What follows belongs to an exercise in optimizing a design on an open flow for small area; a production flow would make more cautious choices.
Only simulation tests tie the RTL to the original design; equivalence was not proved.
In every run shown here, the design's own scripts or RTL, not TritonCTS, make the clock network.
No driver is modelled on the clock port, so clock power and skew are understated where the tree is cut down; a real chip needs a root buffer or a tree.
Power is estimated from default activity; no workload was simulated.

[flow/flow/run.sh]
#!/bin/bash
# Layout flow: the standard synthesis; an area-oriented re-mapping of the
# combinational logic (registers untouched, best of several ABC seeds); the standard flow's
# standard layout with minimum-size port buffers; after CTS, the clock tree is
# replaced by a few clock buffers that each drive a compact group of flip-flops.
set -u
RES=$PWD/orfs/results/$FLOW_PLATFORM/battleship/base
bash standard.sh synth > 1_standard_synth.log 2>&1 || { echo "standard synth failed"; exit 1; }
cp "$RES/1_2_yosys.v" 1_2_yosys_standard.v
export REMAP_T=20
REMAP_SEED=0 REMAP_TAG=0 REMAP_EXTRA="" yosys -c flow/remap.tcl > 2_remap_yosys_0.log 2>&1
pids=""
for s in $(seq 1 15); do
  extra=""
  if [ $s -ge 8 ]; then extra="; strash; dch -f; map -a"; fi
  REMAP_SEED=$((s % 8)) REMAP_TAG=$s REMAP_EXTRA="$extra" yosys -c flow/remap.tcl > 2_remap_yosys_$s.log 2>&1 &
  pids="$pids $!"
  if [ $((s % 4)) -eq 3 ]; then wait $pids; pids=""; fi
done
wait $pids
best=""; besta=""
for s in $(seq 0 15); do
  f=1_2_yosys_remap_$s.v; st=2_remap_stat_$s.txt
  [ -s "$f" ] && [ -s "$st" ] || continue
  a=$(grep "Chip area for module" "$st" | awk '{print $NF}')
  echo "remap seed $s: $a" >> 2_remap_summary.txt
  if [ -z "$besta" ] || awk "BEGIN{exit !($a < $besta)}"; then best=$f; besta=$a; fi
done
if [ -n "$best" ]; then
  echo "using $best ($besta)" >> 2_remap_summary.txt
  cp "$best" "$RES/1_2_yosys.v"
  rm -f "$RES/1_synth.odb" "$RES/1_synth.sdc"
else
  echo "remap failed, keeping the standard netlist" | tee -a 2_remap_summary.txt
fi
export MC_CLOCK_PORT=clk MC_BUF=sky130_fd_sc_hd__clkbuf_8 MC_GROUPS=3
bash standard.sh "BUFFER_PORTS_ARGS=-buffer_cell sky130_fd_sc_hd__buf_1" \
  "CTS_ARGS=-sink_clustering_enable -repair_clock_nets -dont_use_dummy_load" \
  "POST_CTS_TCL=$PWD/flow/manual_clock.tcl" finish > 3_standard_layout.log 2>&1 || { echo "layout failed"; tail -20 3_standard_layout.log; exit 1; }
[flow/flow/manual_clock.tcl]
# Replace the clock tree that CTS built with a few clock buffers, each driving a
# compact group of flip-flops (all groups hang off the clock port the same way).
set mc_buf    [expr {[info exists ::env(MC_BUF)] ? $::env(MC_BUF) : "sky130_fd_sc_hd__clkbuf_4"}]
set mc_groups [expr {[info exists ::env(MC_GROUPS)] ? $::env(MC_GROUPS) : 3}]
set block [ord::get_db_block]
set db [ord::get_db]
set clk_port_net [[$block findBTerm $::env(MC_CLOCK_PORT)] getNet]
set sinks {}
foreach inst [$block getInsts] {
  if {[[$inst getMaster] isSequential]} {
    foreach it [$inst getITerms] {
      if {[[$it getMTerm] getSigType] == "CLOCK" || [[$it getMTerm] getName] == "CLK"} { lappend sinks $it }
    }
  }
}
# remove the buffers, inverters and loads CTS inserted between the port and the sinks
set old_nets {}
foreach inst [$block getInsts] {
  set n [$inst getName]
  if {[string match clkbuf_* $n] || [string match clkload* $n]} {
    foreach it [$inst getITerms] {
      set net [$it getNet]
      if {$net != "NULL" && [$net getName] != [$clk_port_net getName]} { lappend old_nets $net }
    }
    odb::dbInst_destroy $inst
  }
}
foreach it $sinks { if {[$it getNet] != "NULL"} { $it disconnect } }
foreach net [lsort -unique $old_nets] {
  if {[llength [$net getITerms]] == 0 && [llength [$net getBTerms]] == 0} { odb::dbNet_destroy $net }
}
# group the sinks by k-means on their positions, starting from strips in x
set pts {}
foreach it $sinks { set xy [$it getAvgXY]; lappend pts [list [lindex $xy 1] [lindex $xy 2] $it] }
set pts [lsort -integer -index 0 $pts]
set n [llength $pts]
set cent {}
for {set k 0} {$k < $mc_groups} {incr k} {
  set p [lindex $pts [expr {int(($k + 0.5) * $n / $mc_groups)}]]
  lappend cent [list [lindex $p 0] [lindex $p 1]]
}
set cap [expr {($n + $mc_groups - 1) / $mc_groups + 2}]
for {set iter 0} {$iter < 20} {incr iter} {
  for {set k 0} {$k < $mc_groups} {incr k} { set grp($k) {} }
  # assign farthest-first to the nearest centre that still has room
  set order {}
  foreach p $pts {
    set best 1e18
    foreach c $cent { set d [expr {abs([lindex $p 0] - [lindex $c 0]) + abs([lindex $p 1] - [lindex $c 1])}]; if {$d < $best} { set best $d } }
    lappend order [list $best $p]
  }
  foreach e [lsort -real -decreasing -index 0 $order] {
    set p [lindex $e 1]
    set bk -1; set bd 1e18
    for {set k 0} {$k < $mc_groups} {incr k} {
      if {[llength $grp($k)] >= $cap} continue
      set c [lindex $cent $k]
      set d [expr {abs([lindex $p 0] - [lindex $c 0]) + abs([lindex $p 1] - [lindex $c 1])}]
      if {$d < $bd} { set bd $d; set bk $k }
    }
    lappend grp($bk) $p
  }
  set cent {}
  for {set k 0} {$k < $mc_groups} {incr k} {
    set sx 0; set sy 0
    foreach p $grp($k) { set sx [expr {$sx + [lindex $p 0]}]; set sy [expr {$sy + [lindex $p 1]}] }
    set c [llength $grp($k)]
    lappend cent [list [expr {$sx / max($c,1)}] [expr {$sy / max($c,1)}]]
  }
}
set master [$db findMaster $mc_buf]
for {set k 0} {$k < $mc_groups} {incr k} {
  set inst [odb::dbInst_create $block $master clkbuf_m_$k]
  set net [odb::dbNet_create $block clknet_m_$k]
  $net setSigType CLOCK
  [$inst findITerm A] connect $clk_port_net
  [$inst findITerm X] connect $net
  foreach p $grp($k) { [lindex $p 2] connect $net }
  set c [lindex $cent $k]
  $inst setLocation [expr {int([lindex $c 0])}] [expr {int([lindex $c 1])}]
  $inst setPlacementStatus PLACED
  puts "manual clock: group $k [llength $grp($k)] sinks at $c"
}
$clk_port_net setSigType CLOCK
detailed_placement
check_placement -verbose
estimate_parasitics -placement
[flow/flow/remap.tcl]
yosys -import
set lib $::env(FLOW_HOME)/platforms/$::env(FLOW_PLATFORM)/lib/sky130_fd_sc_hd__tt_025C_1v80.lib
set res $::env(PWD)/orfs/results/$::env(FLOW_PLATFORM)/battleship/base
# cells ORFS keeps out of synthesis
set dont_use {}
foreach c [list probe_p_8 probec_p_8 lpflow_bleeder_1 lpflow_clkbufkapwr_1 lpflow_clkbufkapwr_16 lpflow_clkbufkapwr_2 lpflow_clkbufkapwr_4 lpflow_clkbufkapwr_8 lpflow_clkinvkapwr_1 lpflow_clkinvkapwr_16 lpflow_clkinvkapwr_2 lpflow_clkinvkapwr_4 lpflow_clkinvkapwr_8 lpflow_decapkapwr_12 lpflow_decapkapwr_3 lpflow_decapkapwr_4 lpflow_decapkapwr_6 lpflow_decapkapwr_8 lpflow_inputiso0n_1 lpflow_inputiso0p_1 lpflow_inputiso1n_1 lpflow_inputiso1p_1 lpflow_inputisolatch_1 lpflow_isobufsrc_1 lpflow_isobufsrc_16 lpflow_isobufsrc_2 lpflow_isobufsrc_4 lpflow_isobufsrc_8 lpflow_isobufsrckapwr_16 lpflow_lsbuf_lh_hl_isowell_tap_1 lpflow_lsbuf_lh_hl_isowell_tap_2 lpflow_lsbuf_lh_hl_isowell_tap_4 lpflow_lsbuf_lh_isowell_4 lpflow_lsbuf_lh_isowell_tap_1 lpflow_lsbuf_lh_isowell_tap_2 lpflow_lsbuf_lh_isowell_tap_4] {
  lappend dont_use -dont_use sky130_fd_sc_hd__$c
}
read_liberty -ignore_miss_func $lib
# registers and tie cells stay as they are
set keep [list]
foreach c [split [exec grep -o {sky130_fd_sc_hd__[a-z0-9_]*} $res/1_2_yosys.v | sort -u] "\n"] {
  if {[regexp {df|dl|conb|sdf|edf} $c]} { lappend keep $c }
}
blackbox {*}$keep
read_verilog $res/1_2_yosys.v
hierarchy -top $::env(FLOW_TOP)
flatten
opt_clean
hierarchy -top $::env(FLOW_TOP)
if {$::env(REMAP_TAG) == 0} { write_verilog -noattr $::env(PWD)/2_remap_generic.v }
design -reset
read_liberty -lib $lib
read_verilog $::env(PWD)/2_remap_generic.v
hierarchy -top $::env(FLOW_TOP)
techmap
opt -fast
abc -liberty $lib {*}$dont_use -script "+strash; &get -n; &deepsyn -T $::env(REMAP_T) -S $::env(REMAP_SEED); &put; dch -f; map -a$::env(REMAP_EXTRA)"
opt_clean -purge
splitnets
opt_clean -purge
hilomap -singleton -hicell sky130_fd_sc_hd__conb_1 HI -locell sky130_fd_sc_hd__conb_1 LO
opt_clean -purge
yosys rename -hide {w:*.*}
opt_clean -purge
tee -o $::env(PWD)/2_remap_stat_$::env(REMAP_TAG).txt stat -liberty $lib
check -assert -mapped
write_verilog -noattr -nohex -nodec $::env(PWD)/1_2_yosys_remap_$::env(REMAP_TAG).v
[flow/standard.sh]
#!/bin/bash
# synth_recipe.tcl (not shown) runs the flow's synth.tcl, then flattens the netlist and writes it again
# the make line also repeats each setting of config.mk as NAME=value (left out here)
make -C /OpenROAD-flow-scripts/flow DESIGN_CONFIG=/design/flow/config.mk WORK_HOME=/design/flow/orfs CLKGATE_MAP_FILE= SYNTH_SCRIPT=/design/flow/synth_recipe.tcl "${@:-finish}"
[flow/config.mk]
export PLATFORM = sky130hd
export DESIGN_NAME = battleship
export DESIGN_NICKNAME = battleship
export VERILOG_FILES = /design/flow/design.v
export SDC_FILE = /design/flow/constraint.sdc
export NUM_CORES = 4
export LEC_CHECK = 0
export ABC_AREA = 1
export CAP_MARGIN = 0
export CORE_MARGIN = 2
export CORE_UTILIZATION = 40
export GPL_TIMING_DRIVEN = 0
export SLEW_MARGIN = 0
[flow/constraint.sdc]
create_clock -name core_clock -period 5.0 [get_ports {clk}]
set_input_delay 1.0000 -clock core_clock [delete_from_list [all_inputs] [get_ports {clk}]]
set_output_delay 1.0000 -clock core_clock [all_outputs]
set_load 0.01 [all_outputs]
[flow/design.v]
module battleship (
  input            clk  ,
  input            rst  ,
  input            start,
  input      [1:0] X    ,
  input      [1:0] Y    ,
  input            pAb  ,
  input            pBb  ,
  output reg [7:0] disp0,
  output reg [7:0] disp1,
  output reg [7:0] disp2,
  output reg [7:0] disp3,
  output reg [7:0] led
);
localparam [3:0] IDLE = 4'd0;
localparam [3:0] DISPLAY_A = 4'd8;
localparam [3:0] INPUT_A = 4'd2;
localparam [3:0] ERROR = 4'd10;
localparam [3:0] DISPLAY_B = 4'd9;
localparam [3:0] INPUT_B = 4'd3;
localparam [3:0] SHOW_SCORE = 4'd11;
localparam [3:0] SHOOT_A = 4'd4;
localparam [3:0] SINK_A = 4'd12;
localparam [3:0] WIN_A = 4'd14;
localparam [3:0] SHOOT_B = 4'd5;
localparam [3:0] SINK_B = 4'd13;
localparam [3:0] WIN_B = 4'd15;
localparam [3:0] OVRWIN_A = 4'd6;
localparam [3:0] OVRWIN_B = 4'd7;
localparam [7:0] D0 = 8'b00111111, D1 = 8'b00000110, D2 = 8'b01011011, D4 = 8'b01100110;
function [7:0] dig;
  input [1:0] v;
  dig = {1'b0, v[1], ~v[1] & ~v[0], ~v[0], v[1] | ~v[0], ~v[1] | v[0], 1'b1, v[1] | ~v[0]};
endfunction
reg  [3:0]  st;
reg  [15:0] mA, mB;    
reg  [1:0]  sA, sB;    
reg  [1:0]  XQ, YQ;    
reg         Z;         
reg         oa, ob;    
reg         lw;        
reg  [1:0]  ch;        
wire [5:0] cnt = {ch, YQ, XQ};
reg         btn;       
wire bA = btn, bB = btn;
wire s_IDLE = st == IDLE;
wire s_DISPLAY_A = st == DISPLAY_A;
wire s_INPUT_A = st == INPUT_A;
wire s_ERROR = st == ERROR;
wire s_DISPLAY_B = st == DISPLAY_B;
wire s_INPUT_B = st == INPUT_B;
wire s_SHOW_SCORE = st == SHOW_SCORE;
wire s_SHOOT_A = st == SHOOT_A;
wire s_SINK_A = st == SINK_A;
wire s_WIN_A = st == WIN_A;
wire s_SHOOT_B = st == SHOOT_B;
wire s_SINK_B = st == SINK_B;
wire s_WIN_B = st == WIN_B;
wire s_OVRWIN_A = st == OVRWIN_A;
wire s_OVRWIN_B = st == OVRWIN_B;
wire timed = s_DISPLAY_A | s_DISPLAY_B | s_ERROR | s_SHOW_SCORE | s_SINK_A | s_SINK_B | s_WIN_A | s_WIN_B;
wire t49 = cnt[0] & ~cnt[1] & ~cnt[2] & cnt[3] & ~cnt[5];
wire [5:0] cnt_inc = {cnt[4:0], ~(cnt[5] ^ cnt[4])};
wire run = timed & ~t49;
wire errB = sA == 2'd0;    
wire winA = Z & (sA == 2'd0);
wire winB = Z & (sB == 2'd0);
wire rd;
reg [3:0] nst;
always @(*) begin
  nst = st;
  case (st)
    IDLE:       if (start) nst = DISPLAY_A;
    DISPLAY_A:  if (t49) nst = INPUT_A;
    INPUT_A:    if (bA) begin
                  if (rd) nst = ERROR;
                  else if (sA == 2'd3) nst = lw ? SHOW_SCORE : DISPLAY_B;
                end
    ERROR:      if (t49) nst = errB ? INPUT_B : INPUT_A;
    DISPLAY_B:  if (t49) nst = INPUT_B;
    INPUT_B:    if (bB) begin
                  if (rd) nst = ERROR;
                  else if (sB == 2'd3) nst = lw ? DISPLAY_A : SHOW_SCORE;
                end
    SHOW_SCORE: if (t49) nst = lw ? SHOOT_B : SHOOT_A;
    SHOOT_A:    if (bA) nst = SINK_A;
    SINK_A:     if (t49) nst = winA ? WIN_A : SHOOT_B;
    WIN_A:      if (t49) nst = oa ? OVRWIN_A : DISPLAY_A;
    SHOOT_B:    if (bB) nst = SINK_B;
    SINK_B:     if (t49) nst = winB ? WIN_B : SHOOT_A;
    WIN_B:      if (t49) nst = ob ? OVRWIN_B : DISPLAY_B;
    OVRWIN_A, OVRWIN_B: nst = st;
    default:    nst = 4'bxxxx;
  endcase
end
wire ntimed = (nst == DISPLAY_A) | (nst == DISPLAY_B) | (nst == ERROR) | (nst == SHOW_SCORE) | (nst == SINK_A) | (nst == SINK_B) | (nst == WIN_A) | (nst == WIN_B);
wire nsideb = (nst == INPUT_B) | (nst == SHOOT_B);
wire wrA = (bA & s_INPUT_A) | (bB & s_SHOOT_B);
wire wrB = (bB & s_INPUT_B) | (bA & s_SHOOT_A);
wire [3:0] col  = (4'd1 << XQ) | {4{s_DISPLAY_A | s_DISPLAY_B}};
wire [3:0] rowA = ((4'd1 << YQ) & {4{wrA}}) | {4{s_DISPLAY_A}};
wire [3:0] rowB = ((4'd1 << YQ) & {4{wrB}}) | {4{s_DISPLAY_B}};
wire [15:0] wdA, wdB;
genvar gi;
generate for (gi = 0; gi < 16; gi = gi + 1) begin : g_we
  assign wdA[gi] = rowA[gi/4] & col[gi%4];
  assign wdB[gi] = rowB[gi/4] & col[gi%4];
end endgenerate
assign rd = |(mA & wdA) | |(mB & wdB);
wire incA = bA & ((s_INPUT_A & ~rd) | (s_SHOOT_A & rd));
wire incB = bB & ((s_INPUT_B & ~rd) | (s_SHOOT_B & rd));
wire clrS = s_DISPLAY_A | s_DISPLAY_B;
integer i;
always @(posedge clk) begin
  if (run)         {ch, YQ, XQ} <= cnt_inc;
  else if (ntimed) {ch, YQ, XQ} <= 6'd0;
  else begin       ch <= 2'd0; YQ <= Y; XQ <= X; end
  btn <= nsideb ? pBb : pAb;
  for (i = 0; i < 16; i = i + 1) begin
    if (wdA[i]) mA[i] <= s_INPUT_A;
    if (wdB[i]) mB[i] <= s_INPUT_B;
  end
  if (clrS) sA <= 2'd0; else if (incA) sA <= sA + 2'd1;
  if (clrS) sB <= 2'd0; else if (incB) sB <= sB + 2'd1;
  if ((s_SHOOT_A & bA) | (s_SHOOT_B & bB)) Z <= rd;
  if (rst) begin
    st <= IDLE;
    oa <= 1'b0;
    ob <= 1'b0;
    lw <= 1'b0;
  end else begin
    st <= nst;
    if (s_WIN_A & t49 & ~oa) begin oa <= 1'b1; lw <= 1'b0; end
    if (s_WIN_B & t49 & ~ob) begin ob <= 1'b1; lw <= 1'b1; end
  end
end
wire d_xy   = s_INPUT_A | s_SHOOT_A | s_INPUT_B | s_SHOOT_B;
wire d_sink = s_SINK_A | s_SINK_B;
wire d_wa   = s_WIN_A | s_OVRWIN_A;
wire d_wb   = s_WIN_B | s_OVRWIN_B;
wire d_num  = d_xy | d_sink | d_wa | d_wb | s_SHOW_SCORE;
wire [1:0] v0 = d_xy ? YQ : d_sink ? sB : d_wa ? {1'b0, ob} : d_wb ? {ob, ~ob} : 2'd0;
wire [1:0] v2 = d_sink ? sA : d_wa ? {oa, ~oa} : d_wb ? {1'b0, oa} : 2'd0;
wire four0 = s_SINK_B & winB;
wire four2 = s_SINK_A & winA;
always @(*) begin
  disp3 = 8'h00;
  disp2 = 8'h00;
  disp1 = 8'h00;
  disp0 = 8'h00;
  led   = 8'h00;
  if (d_num) begin
    disp0 = four0 ? D4 : dig(v0);
    if (!d_xy) disp2 = four2 ? D4 : dig(v2);
    disp1 = d_xy ? dig(XQ) : 8'b01000000;
  end
  case (st)
    IDLE: begin
      disp3 = 8'b00000110; disp2 = 8'b01011110; disp1 = 8'b00111000; disp0 = 8'b01111001;
      led = 8'b10011001;
    end
    DISPLAY_A: disp3 = 8'b01110111;
    DISPLAY_B: begin disp3 = 8'b01111100; led = 8'b10011001; end
    ERROR: begin
      disp3 = 8'b01111001; disp2 = 8'b01010000; disp1 = 8'b01010000; disp0 = 8'b01011100;
      led = 8'b10011001;
    end
    SHOW_SCORE: led = 8'b10011001;
    INPUT_A, SHOOT_A: led = {2'b10, sA, sB, 2'b00};
    INPUT_B, SHOOT_B: led = {2'b00, sA, sB, 2'b01};
    SINK_A, SINK_B: led = {8{Z}};
    OVRWIN_A: begin disp3 = 8'b01110111; led = 8'b10101010; end
    OVRWIN_B: begin disp3 = 8'b01111100; led = 8'b10101010; end
    WIN_A, WIN_B: led = 8'b10101010;
    default: begin disp3 = 8'bxxxxxxxx; disp2 = 8'bxxxxxxxx; disp1 = 8'bxxxxxxxx; disp0 = 8'bxxxxxxxx; led = 8'bxxxxxxxx; end
  endcase
end
endmodule
==> impl_results.md, run 1 <==
- Final WL: 6.46 mm
- Switching pwr: 0.338 mW
- Slew Limit Fails: 0
- Hold Crit Depth: 2
- Starting density of the core: 40.7%
- Post-DR wirelength/cell: 14.8 um
- Area after DPL: 2830 um^2
- Storage cell area: 1350 um^2
- ANT nets after route: 0
- Worst reg2reg path endpoint: btn
- Initial antenna violation count: 0
- Pleak: 0.985 nW
- DP Wirelength: 5.06 mm
- Fin. Hold Viols: 0
- RSZ-0062 raised after global routing: false
- Die boundary width: 84.0 um
- Clock share of power: 17.3%
- First-pass GRT wire length: 10.9 mm
- Filler cells: 633
- Status: no timing/DRC/antenna violations
- CP endpoint kind: flop
- Commonest non-fill, non-tap cell in the layout: nor2_1
- Final Cell Area: 2870 um^2
- Part of the power in registers: 53.1%
- Slew @ Worst Pin: 0.980 ns
- Diode count: 0
- Req. time, crit path: 5.06 ns
- Fin crit period: 4.36 ns
- Overall die height: 84.0 um
- Crit Path Max Fanout: 5
- Number of max-cap violations: 0
- Startpoint types: flop
- FP Rows: 29
- Hold_ws: 0.443 ns
- Reg-to-reg setup timing slack: 0.64 ns
- CP Launch Point: st[1]
- Via count of the routed design: 2320
- Worst-path clk slew: 0.11 ns
- Syn-to-layout area delta: 12.3%
- Die area: 7050 um^2
- Largest net degree at the start of global routing: 20
- FMAX: 0.229 GHz
- Setup Total Neg Slack: 0 ns
- Mean area per synthesized cell: 8.25 um^2
- Pint: 0.624 mW
- IO Pins: 49
- Period utilisation layout: 87.2%
- Port Buf Inserts: 44
- Register-to-Register Path Depth: 22
- Commonest cells after routing, fill and taps aside: 87 x nor2_1, 44 x buf_1, 42 x clkinv_1
- Cells after Synth: 310
- Worst skew pair latency: 0.17 ns
- Worst hold path type: reg2reg
- Total Routing Usage GR: 19.1%
- First DRT Iteration DRCs: 187
- Core Region: 6280 um^2
- Area occupied by multi-input gates: 1060 um^2
- RR Startpoint: st[1]
- Setup violators final: 0
- Clk_skew: 0.0126 ns
- Worst slew margin: 34.4%
- PwrDens: 335 nW/um^2
- Mapped Area: 2560 um^2
- Layout net count: 371
- Kind of critical path: reg2reg
- Vias in the first global route: 2244
- Syn. warnings: 1
- Switching power share of the total: 35.1%
- Clock sinks: 51
- Setup crit end: btn
- Max VDD drop: 0.197 mV
- Logic pwr share: 29.5%
- Via density: 5.31
- DRT Pass-1 Iters: 4
- Layout cells sized above 1: 2.50%
- DRC errors left: 0
- Gr ovfl total: 0
- Crit path DAT: 4.42 ns
- GPL Wtd Cong: 0.940
power by group through the flow:
stage	registers (mW)	logic (mW)	clock network, mW
2_1_floorplan	0.514	0.198	0
5_1_grt	0.517	0.324	0.181
6_report	0.511	0.284	0.166
3_3_place_gp	0.520	0.282	0
3_5_place_dp	0.521	0.284	0
registers in the layout (all words and copies together) (netlist names):
register,flops
sB,2
st,4
ob,1
Z,1
oa,1
lw,1
XQ,2
YQ,2
btn,1
mB,16
sA,2
ch,2
mA,16
through the flow:
| stage | cells | utilization [%] | power, mW | setup slack [ns] |
|---|---|---|---|---|
| global route | 437 | 45.7 | 1.02 | 0.0787 |
| floorplan | 313 | - | 0.711 | 1.55 |
| global placement | 434 | 45.1 | 0.802 | 0.818 |
| finish | 437 | 45.7 | 0.962 | 0.638 |
| detailed placement | 434 | 45.1 | 0.805 | 0.704 |
final cells by class:
type,count,share of cell area (%)
buffer,3,1.44
inverter,42,5.49
multi-input combinational,220,36.9
sequential,51,47.1
tap,77,3.36
timing repair buffer,44,5.75
how the worst min path moves through the flow:
| stage | from | to | slack [ns] |
|---|---|---|---|
| finish | ch[0] | ch[1] | 0.44 |
| global route | ch[0] | ch[1] | 0.46 |
| detailed placement | ch[0] | ch[1] | 0.43 |
| global placement | ch[0] | ch[1] | 0.42 |
| floorplan | ch[0] | ch[1] | 0.41 |
worst max-delay path: stages (launching register included):
cell      delay [ns]
dfxtp_1         0.43
clkinv_1        0.13
nor2_1          0.16
clkinv_1        0.13
nor2_1          0.11
clkinv_1        0.11
nor2_1          0.13
nor2_1          0.08
nor2_1          0.28
nor3_1          0.15
a21oi_1         0.35
nor2_1          0.13
a22o_2          0.27
nor4_1          0.33
nand2_1         0.19
nand2_1         0.14
nand2_1         0.10
nor2_1          0.16
clkinv_1        0.11
a21oi_1         0.12
o21ai_0         0.12
nor3_1          0.18
mux2_2          0.35
routing by layer:
metal	GRT usage (%)	wire, um
met1	25.5	3020
met2	32.7	3140
met3	2.67	227
met4	4.69	74
met5	0	0
==> run 2: changes to the inputs <==
--- a/flow/flow/run.sh
+++ b/flow/flow/run.sh
@@ -38,2 +38,2 @@
   "CTS_ARGS=-sink_clustering_enable -repair_clock_nets -dont_use_dummy_load" \
-  "POST_CTS_TCL=$PWD/flow/manual_clock.tcl" finish > 3_standard_layout.log 2>&1 || { echo "layout failed"; tail -20 3_standard_layout.log; exit 1; }
+  "POST_CTS_TCL=$PWD/flow/manual_clock.tcl" SKIP_REPAIR_TIE_FANOUT=1 finish > 3_standard_layout.log 2>&1 || { echo "layout failed"; tail -20 3_standard_layout.log; exit 1; }
==> run 2 against run 1 <==
  * Fmax barely moved
  * Sequential share of layout area rose by 0.082 points
  * Utilization fell by 0.080 points
  * Cell count fell by 0.69%
  * Clock power fell by 4%
  * Synthesized cell count did not move
  * Combinational power barely moved
  * Routed wire length fell by 1.2%
  * Critical endpoint unchanged
==> impl_results.md, run 2 <==
- Status: no timing/DRC/antenna violations
- Worst slew margin: 33.9% (-0.57 points)
- Post-DR wirelength/cell: 14.7 um (-0.56%)
- Initial antenna violation count: 0 (unchanged)
- Largest regs: mA: 16 flops, mB: 16 flops, st: 4 flops
- Port Buf Inserts: 44 (unchanged)
- Commonest cells after routing, fill and taps aside: 87 x nor2_1, 44 x buf_1, 42 x clkinv_1
- Largest net degree at the start of global routing: 20 (unchanged)
- Starting density of the core: 40.7% (unchanged)
- Slew Limit Fails: 0 (unchanged)
- Vias in the first global route: 2208 (-1.6%)
- Via count of the routed design: 2346 (+1.1%)
- Period utilisation layout: 87.3% (about the same)
- First DRT Iteration DRCs: 138 (-26%)
- Setup violators final: 0 (unchanged)
- Gr ovfl total: 0 (unchanged)
- Max VDD drop: 0.192 mV (-2.6%)
- IO Pins: 49 (unchanged)
- Slew @ Worst Pin: 0.988 ns (+0.00846 ns)
- Crit path DAT: 4.41 ns (about the same)
- Worst hold path type: reg2reg
- Via density: 5.41 (+1.8%)
- Req. time, crit path: 5.04 ns (-0.02 ns)
- Crit Path Max Fanout: 5 (unchanged)
- Mean area per synthesized cell: 8.25 um^2 (unchanged)
- Startpoint types: flop
- Layout net count: 368 (-0.81%)
- ANT nets after route: 0 (unchanged)
- Setup Total Neg Slack: 0 ns (unchanged)
- FMAX: 0.229 GHz (about the same)
- Syn-to-layout area delta: 12.1%
- Fin. Hold Viols: 0 (unchanged)
- Clk_skew: 0.0202 ns (+0.00760 ns)
- Max incr delay on CP: 0.40 ns (-0.03 ns)
- Worst skew pair latency: 0.17 ns (about the same)
- PwrDens: 333 nW/um^2 (-0.52%)
- Fin crit period: 4.36 ns (+0.00263 ns)
- Diode count: 0 (unchanged)
- First-pass GRT wire length: 10.7 mm (-2.0%)
- CP endpoint kind: flop
- Mapped Area: 2560 um^2 (unchanged)
- DP Wirelength: 5.02 mm (-0.87%)
- Total Routing Usage GR: 18.9% (-0.19 points)
- DRC errors left: 0 (unchanged)
- Hold_ws: 0.442 ns (-0.000971 ns)
- Pleak: 0.976 nW (-0.94%)
- Overall die height: 84.0 um (unchanged)
- Cells after Synth: 310 (unchanged)
- Cells along the critical path: clkinv_1, nor2_1, clkinv_1, nor2_1, clkinv_1, nor2_1, nor2_1, nor2_1, nor3_1, a31oi_1, nor2_1, a22o_2, nor4_1, nand2_1, nand2_1, nand2_1, nor2_1, clkinv_1, a21oi_1, o21ai_0, nor3_1, mux2_2
- DRT Pass-1 Iters: 4 (unchanged)
- Layout cells sized above 1: 2.80% (+0.30 points)
- Final WL: 6.38 mm (-1.2%)
- Commonest non-fill, non-tap cell in the layout: nor2_1
- Number of max-cap violations: 0 (unchanged)
- Worst-path clk slew: 0.11 ns (about the same)
- Syn. warnings: 1 (unchanged)
- RSZ-0062 raised after global routing: false
- Die boundary width: 84.0 um (unchanged)
- Kind of critical path: reg2reg
- Cell mode on critical path: nor2_1
- GPL Wtd Cong: 0.955 (+1.5%)
- Clock sinks: 51 (unchanged)
- FP Rows: 29 (unchanged)
- Die area: 7050 um^2 (unchanged)
- CP max-delay cell: dfxtp_1
- Core Region: 6280 um^2 (unchanged)
run 2: path summary, 6_finish.rpt:
kind,cells past startpoint,end,start,slack [ns]
setup / recovery,22,btn,st[1],0.64
hold / removal,2,ch[1],ch[0],0.44
setup reg to reg,22,btn,st[1],0.64
hold reg to reg,2,ch[1],ch[0],0.44
run 2: power by group:
part	leakage [nW]	total [mW]	switching (mW)	internal [mW]
logic	0.526	0.285	0.203	0.0818
clock network	0.0216	0.159	0.103	0.0559
registers	0.428	0.511	0.0245	0.487
total	0.976	0.955	0.331	0.624
run 2: area by class of cell:
type	instances	area (um^2)
Sequential cell	51	1350
Inverter	42	158
Buffer	3	41.3
Tap cell	77	96.3
Fill cell	635	3410
Timing Repair Buffer	44	165
Multi-Input combinational cell	217	1050
run 2: routing by layer:
layer	up-vias	share of wire [%]	track usage, %	wire, um
li1	1175	-	-	-
met1	1111	46	24.6	2930
met2	49	49	32.5	3120
met3	11	3.5	2.77	226
met4	0	1.6	5.57	103
met5	-	0	0	0
run 2: metrics by stage:
stage | total power [mW] | cell area (um^2) | utilization (%) | setup WS, ns | std cells
6_report | 0.955 | 2870 | 45.7 | 0.636 | 434
3_3_place_gp | 0.802 | 2820 | 44.9 | 0.803 | 431
5_1_grt | 1.02 | 2870 | 45.7 | 0.0484 | 434
2_1_floorplan | 0.711 | 2560 | - | 1.55 | 310
3_5_place_dp | 0.805 | 2820 | 44.9 | 0.711 | 431
run 2: critical path: cells and delay by family (launching register included):
family | cells | cell delay (ns)
buffers and inverters | 4 | 0.48
AOI/OAI and AO/OA | 4 | 0.89
and+or+nand+nor | 13 | 2.14
muxes | 1 | 0.36
DFF | 1 | 0.40
==> run 3: changes to the inputs <==
--- a/flow/design.v
+++ b/flow/design.v
@@ -40,3 +40,3 @@
 reg         oa, ob;    
-reg         lw;        
+wire        lw = Z;    
 reg  [1:0]  ch;        
@@ -124,3 +124,2 @@
   if (clrS) sB <= 2'd0; else if (incB) sB <= sB + 2'd1;
-  if ((s_SHOOT_A & bA) | (s_SHOOT_B & bB)) Z <= rd;
   if (rst) begin
@@ -129,7 +128,10 @@
     ob <= 1'b0;
-    lw <= 1'b0;
+    Z  <= 1'b0;
   end else begin
     st <= nst;
-    if (s_WIN_A & t49 & ~oa) begin oa <= 1'b1; lw <= 1'b0; end
-    if (s_WIN_B & t49 & ~ob) begin ob <= 1'b1; lw <= 1'b1; end
+    if (s_WIN_A & t49) oa <= 1'b1;
+    if (s_WIN_B & t49) ob <= 1'b1;
+    if ((s_SHOOT_A | s_SHOOT_B) & btn) Z <= rd;
+    else if (s_WIN_A) Z <= 1'b0;
+    else if (s_WIN_B) Z <= 1'b1;
   end
==> run 3 against run 2 <==
  * Utilization is 0.10 points lower
  * Critical path depth is 4 lower
  * Fmax is 4.6% lower
  * Synthesized cell count is 1.6% lower
  * Still clean
  * Global-route usage is 0.61 points higher
  * Power is 80% higher
  * Routed wire length is 8.6% higher
  * First-iteration DRC count is 46% higher
  * Combinational power grew to 3.3 times the previous value
  * Worst setup slack worse by 0.21 ns
  * Cell area is 0.22% lower
==> impl_results.md, run 3 <==
- Worst reg2reg path endpoint: sB[1]
- Hold Startpoint: ch[0]
- Via density: 5.62 (+4.0%)
- M3 GR Usage: 3.07% (+0.30 points)
- Max VDD drop: 0.261 mV (+36%)
- Port Buf Inserts: 44 (unchanged)
- Met2 usage in global routing: 29.5% (-3.0 points)
- Fin. Hold Viols: 0 (unchanged)
- DRT Pass-1 Iters: 5 (+1)
- First DRT Iteration DRCs: 202 (+46%)
- PwrDens: 601 nW/um^2 (+80%)
- Hold EP: ch[1]
- Area after DPL: 2810 um^2 (-0.18%)
- CP endpoint kind: output port
- DRC errors left: 0 (unchanged)
- IO Pins: 49 (unchanged)
- Largest net degree at the start of global routing: 20 (unchanged)
- Fin crit period: 4.57 ns (+0.210 ns)
- Cells along the critical path: nor2_2, clkinv_1, nor2_1, nor2_1, nand2_1, a21oi_1, clkinv_1, a21oi_1, o21ai_0, o21ai_0, or2_2, a31oi_1, o211ai_1, nand2_1, nand3_1, a21oi_1, a21oi_1, buf_1
- GR peak layer: met2
- Clk_skew: 0.0268 ns (+0.00651 ns)
- Syn-to-layout area delta: 12.1% (about the same)
- Register-to-Register Path Depth: 17 (-23%)
- Vias in the first global route: 2225 (+0.77%)
- Layout cells sized above 1: 4.26% (+1.5 points)
- Period utilisation layout: 91.5% (+4.2 points)
- Final WL: 6.92 mm (+8.6%)
- Slew Limit Fails: 0 (unchanged)
- Mean area per synthesized cell: 8.37 um^2 (+1.4%)
- Hold Crit Depth: 2 (unchanged)
- Clock sinks: 50 (-2.0%)
- Setup Total Neg Slack: 0 ns (unchanged)
- Commonest cells after routing, fill and taps aside: 79 x nor2_1, 44 x buf_1, 41 x clkinv_1
- Setup violators final: 0 (unchanged)
- Core Region: 6280 um^2 (unchanged)
- Req. time, crit path: 4.00 ns (-1.04 ns)
- Crit Path Max Fanout: 9 (+4)
- Final Cell Area: 2860 um^2 (-0.22%)
- Reg-to-reg setup timing slack: 0.93 ns (+0.29 ns)
- Kind of critical path: reg2out
- Worst hold path type: reg2reg
- GPL Wtd Cong: 0.923 (-3.3%)
- Commonest non-fill, non-tap cell in the layout: nor2_1
- Post-DR wirelength/cell: 16.1 um (+9.9%)
- Die boundary width: 83.9 um (about the same)
- Layout net count: 363 (-1.4%)
- Worst-path clk slew: 0.08 ns (-0.03 ns)
- Slew @ Worst Pin: 1.04 ns (+0.0553 ns)
- Mapped Area: 2550 um^2 (-0.20%)
- Worst skew pair latency: 0.17 ns (about the same)
- Pleak: 0.977 nW (+0.16%)
- GR Util met1: 28.2% (+3.6 points)
- FMAX: 0.219 GHz (-4.6%)
- ANT nets after route: 0 (unchanged)
- Largest regs: mA: 16 flops, mB: 16 flops, st: 4 flops
- CP max-delay cell: dfxtp_1
- Cells after Synth: 305 (-1.6%)
- FP Rows: 29 (unchanged)
- Via count of the routed design: 2412 (+2.8%)
- Overall die height: 83.9 um (about the same)
- Filler cells: 654 (+3.0%)
- Max incr delay on CP: 0.38 ns (-0.02 ns)
- DP Wirelength: 5.34 mm (+6.5%)
- Status: no timing/DRC/antenna violations
- Total Routing Usage GR: 19.5% (+0.61 points)
- Syn. warnings: 1 (unchanged)
- Starting density of the core: 40.7% (-0.080 points)
- Number of max-cap violations: 0 (unchanged)
- Initial antenna violation count: 0 (unchanged)
- Cell mode on critical path: a21oi_1
- Worst slew margin: 30.2% (-3.7 points)
- Diode count: 0 (unchanged)
- Die area: 7040 um^2 (-0.19%)
- Gr ovfl total: 0 (unchanged)
- First-pass GRT wire length: 11.0 mm (+3.0%)
- Startpoint types: flop
- RR Startpoint: st[1]
- RSZ-0062 raised after global routing: false
- Crit path DAT: 3.57 ns (-0.84 ns)
==> run 3: power breakdown <==
part	leakage [nW]	switching (mW)	total [mW]	internal (mW)
sequential	0.430	0.0684	0.632	0.564
combinational	0.526	0.658	0.927	0.270
clock	0.0216	0.102	0.158	0.0559
total	0.977	0.829	1.72	0.889
==> run 3: layout make-up <==
cell class	count	area, um^2	area share, %
plain buffers	3	41.3	1.44
inverters	41	154	5.38
multi-input cells	214	1080	37.8
flip-flops and latches	50	1320	46.2
well taps	77	96.3	3.37
repair buffers	44	165	5.77
==> run 3: worst max path at each step <==
stage / startpoint / end / slack, ns / cells after the start
final: st[1] / disp2[4] / 0.43 / 18
after global routing: st[1] / disp2[4] / 0.10 / 19
after detailed placement: st[1] / disp2[4] / 0.48 / 18
after global placement: st[1] / disp2[4] / 0.48 / 18
after floorplan: st[1] / disp2[4] / 0.84 / 17
==> run 3: through the flow <==
| step | utilization (%) | std cells | hold slack [ns] | power (mW) | worst slack, ns |
|---|---|---|---|---|---|
| floorplan | - | 305 | 0.417 | 1.24 | 0.842 |
| global placement | 44.8 | 426 | 0.425 | 1.55 | 0.475 |
| detailed placement | 44.8 | 426 | 0.437 | 1.55 | 0.479 |
| global route | 45.6 | 429 | 0.482 | 1.84 | 0.103 |
| finish | 45.6 | 429 | 0.451 | 1.72 | 0.426 |
==> run 3: metal layers <==
metal,vias up,wire [um]
met2,102,3050
met3,16,446
li1,1179,-
met1,1115,3280
met5,-,0
met4,0,149
==> run 3: critical path: cells and delay by family, from the launching register on <==
kind	cells	cell delay, ns
flip-flops	1	0.38
AO/OA/AOI/OAI	8	1.07
AND/OR/NAND/NOR	7	1.51
buffers and inverters	3	0.50
==> run 4: changes to the inputs <==
--- a/flow/flow/run.sh
+++ b/flow/flow/run.sh
@@ -4,3 +4,4 @@
 # standard layout with minimum-size port buffers; after CTS, the clock tree is
-# replaced by a few clock buffers that each drive a compact group of flip-flops.
+# replaced by a few clock buffers that each drive a compact group of flip-flops;
+# one tie cell drives all the constant outputs.
 set -u
==> run 4 against run 3 <==
  * First-iteration DRC count shrank 3.5%
  * Cell count is the same
  * Critical path depth is the same
  * Power shrank 0.16%
==> impl_results.md, run 4 <==
- Starting density of the core: 40.7% (unchanged)
- Fin crit period: 4.57 ns (-0.00362 ns)
- Worst skew pair latency: 0.17 ns (about the same)
- Layout net count: 363 (unchanged)
- Worst Setup Slack, final: 0.429 ns (+0.00362 ns)
- RSZ-0062 raised after global routing: false
- Setup Total Neg Slack: 0 ns (unchanged)
- Number of max-cap violations: 0 (unchanged)
- Mean area per synthesized cell: 8.37 um^2 (unchanged)
- Layout cells sized above 1: 4.26% (unchanged)
- Pleak: 0.977 nW (unchanged)
- Via density: 5.63 (+0.21%)
- Post-DR wirelength/cell: 16.1 um (-0.12%)
- Crit Path Max Fanout: 9 (unchanged)
- Worst slew margin: 29.4% (-0.78 points)
- Filler cells: 654 (unchanged)
- Largest regs: mA: 16 flops, mB: 16 flops, st: 4 flops
- Cells after Synth: 305 (unchanged)
- Fin. Hold Viols: 0 (unchanged)
- Syn-to-layout area delta: 12.1% (unchanged)
- First DRT Iteration DRCs: 195 (-3.5%)
- Pint: 0.889 mW (about the same)
- Tot Pwr: 1.72 mW (-0.16%)
- CP endpoint kind: output port
- DP Wirelength: 5.34 mm (unchanged)
- Via count of the routed design: 2417 (+0.21%)
- Worst hold path type: reg2reg
- Commonest non-fill, non-tap cell in the layout: nor2_1
- IO Pins: 49 (unchanged)
- First-pass GRT wire length: 11.0 mm (unchanged)
- Crit path DAT: 3.57 ns (about the same)
- Startpoint types: flop
- FP Rows: 29 (unchanged)
- Area after DPL: 2810 um^2 (unchanged)
- Clock sinks: 50 (unchanged)
- GPL Wtd Cong: 0.923 (unchanged)
- Gr ovfl total: 0 (unchanged)
- Hold_ws: 0.450 ns (-0.000370 ns)
- FMAX: 0.219 GHz (about the same)
- Vias in the first global route: 2225 (unchanged)
- PwrDens: 600 nW/um^2 (-0.16%)
- Diode count: 0 (unchanged)
- DRC errors left: 0 (unchanged)
- Worst-path clk slew: 0.08 ns (about the same)
- Setup violators final: 0 (unchanged)
- Slew @ Worst Pin: 1.06 ns (+0.0116 ns)
- ANT nets after route: 0 (unchanged)
- Syn. warnings: 1 (unchanged)
- Req. time, crit path: 4.00 ns (about the same)
- Total Routing Usage GR: 19.5% (unchanged)
- Switching pwr: 0.826 mW (-0.32%)
- Clk_skew: 0.0281 ns (+0.00139 ns)
- Overall die height: 83.9 um (unchanged)
- Switching power share of the total: 48.2% (-0.080 points)
- Part of the power in registers: 36.8% (about the same)
- Slew Limit Fails: 0 (unchanged)
- Commonest cells after routing, fill and taps aside: 79 x nor2_1, 44 x buf_1, 41 x clkinv_1
- Die boundary width: 83.9 um (unchanged)
- Core Region: 6280 um^2 (unchanged)
- Die area: 7040 um^2 (unchanged)
- Period utilisation layout: 91.4% (about the same)
- Status: no timing/DRC/antenna violations
- Clock share of power: 9.2% (about the same)
- Largest net degree at the start of global routing: 20 (unchanged)
- Mapped Area: 2550 um^2 (unchanged)
- Port Buf Inserts: 44 (unchanged)
- Storage cell area: 1320 um^2 (unchanged)
- Final Cell Area: 2860 um^2 (unchanged)
- Logic pwr share: 54.0% (about the same)
- Kind of critical path: reg2out
- Pre-CTS WS: 0.479 ns (unchanged)
- Initial antenna violation count: 0 (unchanged)
- Final WL: 6.92 mm (-0.12%)
- Area occupied by multi-input gates: 1080 um^2 (unchanged)
- DRT Pass-1 Iters: 5 (unchanged)
- Max VDD drop: 0.257 mV (-1.4%)
## run 4: cell type report
type / instances / share of cell area (%)
sequential: 50 / 46.2
multi-input combinational: 214 / 37.8
timing repair buffer: 44 / 5.77
inverter: 41 / 5.38
tap: 77 / 3.37
buffer: 3 / 1.44
## run 4: worst paths after layout
path | cells past startpoint | slack, ns | end | start
worst max-delay path | 18 | 0.43 | disp2[4] | st[1]
worst min-delay path | 2 | 0.45 | ch[1] | ch[0]
worst max register to register | 17 | 0.92 | sB[1] | st[1]
worst min register to register | 2 | 0.45 | ch[1] | ch[0]
## run 4: layer usage
layer	track usage, %	vias up	wire length, um
li1	-	1180	-
met3	3.07	16	342
met2	29.5	92	3060
met1	28.2	1129	3360
met4	7.04	0	153
met5	0	-	0
## run 4: power by group through the flow
| stage | Sequential (mW) | Clock, mW | Combinational [mW] |
|---|---|---|---|
| 3_3_place_gp | 0.640 | 0 | 0.915 |
| 6_report | 0.632 | 0.158 | 0.925 |
| 2_1_floorplan | 0.617 | 0 | 0.627 |
| 5_1_grt | 0.644 | 0.176 | 1.02 |
| 3_5_place_dp | 0.641 | 0 | 0.913 |
## run 4: metrics by stage
step	cells	util [%]
final	429	45.6
after detailed placement	426	44.8
after global routing	429	45.6
after global placement	426	44.8
after floorplan	305	-
## run 4: critical path: stages, from the launching register on
cell and delay (ns):
dfxtp_1 0.38, nor2_2 0.38, clkinv_1 0.26, nor2_1 0.31, nor2_1 0.14, nand2_1 0.14, a21oi_1 0.12, clkinv_1 0.10
a21oi_1 0.06, o21ai_0 0.09, o21ai_0 0.15, or2_2 0.32, a31oi_1 0.25, o211ai_1 0.17, nand2_1 0.11, nand3_1 0.11
a21oi_1 0.16, a21oi_1 0.06, buf_1 0.14

## re-timing with driven ports
The results above use ideal ports. As a check the final layouts listed here were re-extracted and re-timed, cells and wires unchanged. Step 1, drivers: a clkbuf_16 drives clk and a buf_2 each remaining input, both assumed. Step 2 moves the port delays by t, midway between the first and last clock arrival at a register: inputs arrive t later, outputs are due t later. That takes back most of the time a late clock gives input paths. Three values: ideal, step 1, step 2; two values: the first two.
run	shift t [ns]	slack for setup (ns)	worst setup path at the end	worst data-port slew with drivers (ns)	pins driven straight from the clock port
run 1	0.213	0.638 / 0.638 / 0.638	register to register	0.03	3
run 2	0.209	0.636 / 0.636 / 0.636	register to register	0.03	3
run 3	0.205	0.426 / 0.376 / 0.581	register to output	0.03	3
run 4	0.203	0.429 / 0.380 / 0.583	register to output	0.03	3
After both steps setup and hold are still met in every run listed.
